This design comes from an exercise in tuning for small area and a short achievable clock period on the open sky130 flow, not from production work. Power figures rest on the tool's default switching activity, not on a simulated workload.

==> run a: inputs <==
// pipelined_boothe_multiplier
module pipelined_boothe_multiplier #(
    parameter WIDTH = 32
) (
    input clk,
    input reset,
    input en,
    input [WIDTH - 1: 0] md,
    input [WIDTH - 1: 0] mr,
    output [(2 * WIDTH) - 1: 0] s_result
);
  reg [81:0] s1;
  reg [148:0] s2;
  reg [151:0] s3;
  reg [151:0] s4;
  reg [102:0] s5;
  reg [62:0] s6;
  reg [62:0] s7;
  reg [62:0] s8;
  reg [62:0] s9;
  reg [62:0] s10;
  reg [62:0] s11;
  reg [62:0] s12;
  reg [62:0] s13;
  reg [62:0] s14;
  reg [62:0] s15;
  reg [62:0] s16;
  reg [62:0] s17;
  reg [62:0] s18;
  reg [62:0] s19;
  reg [62:0] s20;
  reg [62:0] s21;
  reg [62:0] s22;
  reg [62:0] s23;
  reg [62:0] s24;
  reg [62:0] s25;
  reg [62:0] s26;
  reg [62:0] s27;
  reg [62:0] s28;
  reg [62:0] s29;
  reg [62:0] s30;
  reg [62:0] s31;
  reg [63:0] s32;
  reg [4:0] rcnt;
  wire mdn1 = ~md[16];
  wire mdn2 = ~md[17];
  wire mdn3 = ~md[18];
  wire mdn4 = ~md[19];
  wire mdn5 = ~md[20];
  wire mdn6 = ~md[21];
  wire mdn7 = ~md[22];
  wire mdn8 = ~md[23];
  wire mdn9 = ~md[24];
  wire mdn10 = ~md[25];
  wire mdn11 = ~md[26];
  wire mdn12 = ~md[27];
  wire mdn13 = ~md[28];
  wire mdn14 = ~md[29];
  wire mdn15 = ~md[30];
  wire mdn16 = ~md[31];
  wire bone17 = mr[0];
  wire btwo18 = mr[1] & ~mr[0];
  wire bneg19 = mr[1];
  wire bonen20 = ~bone17;
  wire btwon21 = ~btwo18;
  wire bnegn22 = ~bneg19;
  wire bone23 = mr[2] ^ mr[1];
  wire btwo24 = (mr[3] & ~mr[2] & ~mr[1]) | (~mr[3] & mr[2] & mr[1]);
  wire bneg25 = mr[3];
  wire bonen26 = ~bone23;
  wire btwon27 = ~btwo24;
  wire bnegn28 = ~bneg25;
  wire bone29 = mr[4] ^ mr[3];
  wire btwo30 = (mr[5] & ~mr[4] & ~mr[3]) | (~mr[5] & mr[4] & mr[3]);
  wire bneg31 = mr[5];
  wire bonen32 = ~bone29;
  wire btwon33 = ~btwo30;
  wire bnegn34 = ~bneg31;
  wire bone35 = mr[6] ^ mr[5];
  wire btwo36 = (mr[7] & ~mr[6] & ~mr[5]) | (~mr[7] & mr[6] & mr[5]);
  wire bneg37 = mr[7];
  wire bonen38 = ~bone35;
  wire btwon39 = ~btwo36;
  wire bnegn40 = ~bneg37;
  wire pp41 = (s1[33] & s1[16]) ^ s1[35];
  wire q42;
  bsel uq42 (.o(s1[33]), .t(s1[34]), .x(s1[17]), .z(s1[16]), .y(q42));
  wire q43;
  bxor uq43 (.a(q42), .b(s1[35]), .y(q43));
  wire q44;
  ...
==> flow/config.mk <==
export PLATFORM = sky130hd
export DESIGN_NAME = pipelined_boothe_multiplier
export DESIGN_NICKNAME = pipelined_boothe_multiplier
export VERILOG_FILES = /design/flow/design.v
export SDC_FILE = /design/flow/constraint.sdc
export NUM_CORES = 4
export LEC_CHECK = 0
export CAP_MARGIN = 20
export CORE_MARGIN = 2
export CORE_UTILIZATION = 58
export CTS_CLUSTER_DIAMETER = 100
export CTS_CLUSTER_SIZE = 30
export PLACE_DENSITY = 0.7
export SETUP_SLACK_MARGIN = 2.87
export SLEW_MARGIN = 20
export SYNTH_HIERARCHICAL = 1
export SYNTH_MINIMUM_KEEP_SIZE = 0
export TNS_END_PERCENT = 60
==> flow/constraint.sdc <==
create_clock -name core_clock -period 5.0 [get_ports {clk}]
set_input_delay 1.0000 -clock core_clock [delete_from_list [all_inputs] [get_ports {clk}]]
set_output_delay 1.0000 -clock core_clock [all_outputs]
set_load 0.01 [all_outputs]
run.sh (not shown) runs the stock make flow with config.mk's settings and CLKGATE_MAP_FILE= SYNTH_SCRIPT=/design/flow/synth_recipe.tcl, a recipe that flattens the netlist after the stock synthesis.
==> run b (differences from run a) <==
--- a/flow/config.mk
+++ b/flow/config.mk
@@ -8,9 +8,9 @@
 export CAP_MARGIN = 20
 export CORE_MARGIN = 2
-export CORE_UTILIZATION = 58
+export CORE_UTILIZATION = 62
 export CTS_CLUSTER_DIAMETER = 100
 export CTS_CLUSTER_SIZE = 30
-export PLACE_DENSITY = 0.7
-export SETUP_SLACK_MARGIN = 2.87
+export PLACE_DENSITY = 0.72
+export SETUP_SLACK_MARGIN = 2.85
 export SLEW_MARGIN = 20
 export SYNTH_HIERARCHICAL = 1
==> run c (differences from run a) <==
--- a/flow/config.mk
+++ b/flow/config.mk
@@ -12,7 +12,6 @@
 export CTS_CLUSTER_SIZE = 30
 export PLACE_DENSITY = 0.7
-export SETUP_SLACK_MARGIN = 2.87
+export SETUP_SLACK_MARGIN = 2.85
 export SLEW_MARGIN = 20
 export SYNTH_HIERARCHICAL = 1
 export SYNTH_MINIMUM_KEEP_SIZE = 0
-export TNS_END_PERCENT = 60
==> comparison table <==
metric                                                                              run b           run a           run c
Outcome                                                                    finished clean  finished clean  finished clean
Worst-margin pin slew                                                              696 ps          751 ps          661 ps
Routed length per placed instance                                                 16.8 um         15.7 um         15.8 um
Startpoint of the lowest-slack register-to-register path                          rcnt[0]         s4[130]         s4[131]
Switching component of the power                                                 0.0182 W        0.0177 W        0.0178 W
Endpoint, Worst Hold                                                              s13[22]          s8[42]         s3[151]
Met3 track demand over resource in global routing                                   2.37%           2.34%           2.21%
Routed WL                                                                      124,000 um      118,000 um      119,000 um
Clock-cell share of area                                                            3.28%           3.18%           3.19%
Minimum period implied by the final worst setup slack                             2160 ps         2160 ps         2190 ps
Starting density of the core                                                        62.3%           58.5%           58.5%
Critical Path Sink                                                                s32[63]    s_result[12]    s_result[12]
Number of antenna violations at the first check in global routing                       0               1               3
Clock power frac                                                                    15.4%           15.3%           15.2%
Critical path buffer and inverter count                                                 0               1               1
Placed cells                                                                        7,238           7,351           7,351
Sequential logic power                                                           0.0307 W        0.0304 W        0.0304 W
Worst hold slack                                                                   284 ps          312 ps          323 ps
Portion of the clock cycle consumed by the worst path in the final layout           43.1%           43.2%           43.7%
Synthesis-to-finish area growth                                                     9.87%           10.1%           10.3%
Routability congestion estimate from global placement                               0.825           0.834           0.858
No run of this note included a check of the RTL's function; only the layout flow was run.

## afterwards: timing with drivers on the ports
In the flow no input, the clock included, has a driving cell. The finished layouts below were timed again as built, in two steps.
Step 1 (the two cells are an assumption about what drives the block):
set clk [get_ports {clk}]
set_driving_cell -lib_cell sky130_fd_sc_hd__clkbuf_16 $clk
set_driving_cell -lib_cell sky130_fd_sc_hd__buf_2 [delete_from_list [all_inputs] $clk]
Step 2 moves the port delays by t, midway between the first and last clock arrival at a register: inputs arrive t later, outputs are due t later. That takes back most of the time a late clock gives input paths.
Three values: ideal, step 1, step 2; two values: the first two.
run	t (ns)	setup slack, ns	worst register clock-pin slew, ns	worst slew at a driven data input, ns
run a	0.790	2.840 / 2.765 / 2.381	0.11 / 0.11	0.10
run b	0.774	2.843 / 2.783 / 2.342	0.11 / 0.11	0.11
run c	0.792	2.814 / 2.735 / 2.456	0.11 / 0.11	0.09
After both steps setup and hold are still met in every run listed. The setup slack of run b, which loses most, moves by -0.060 ns with the drivers and by -0.501 ns with both steps.
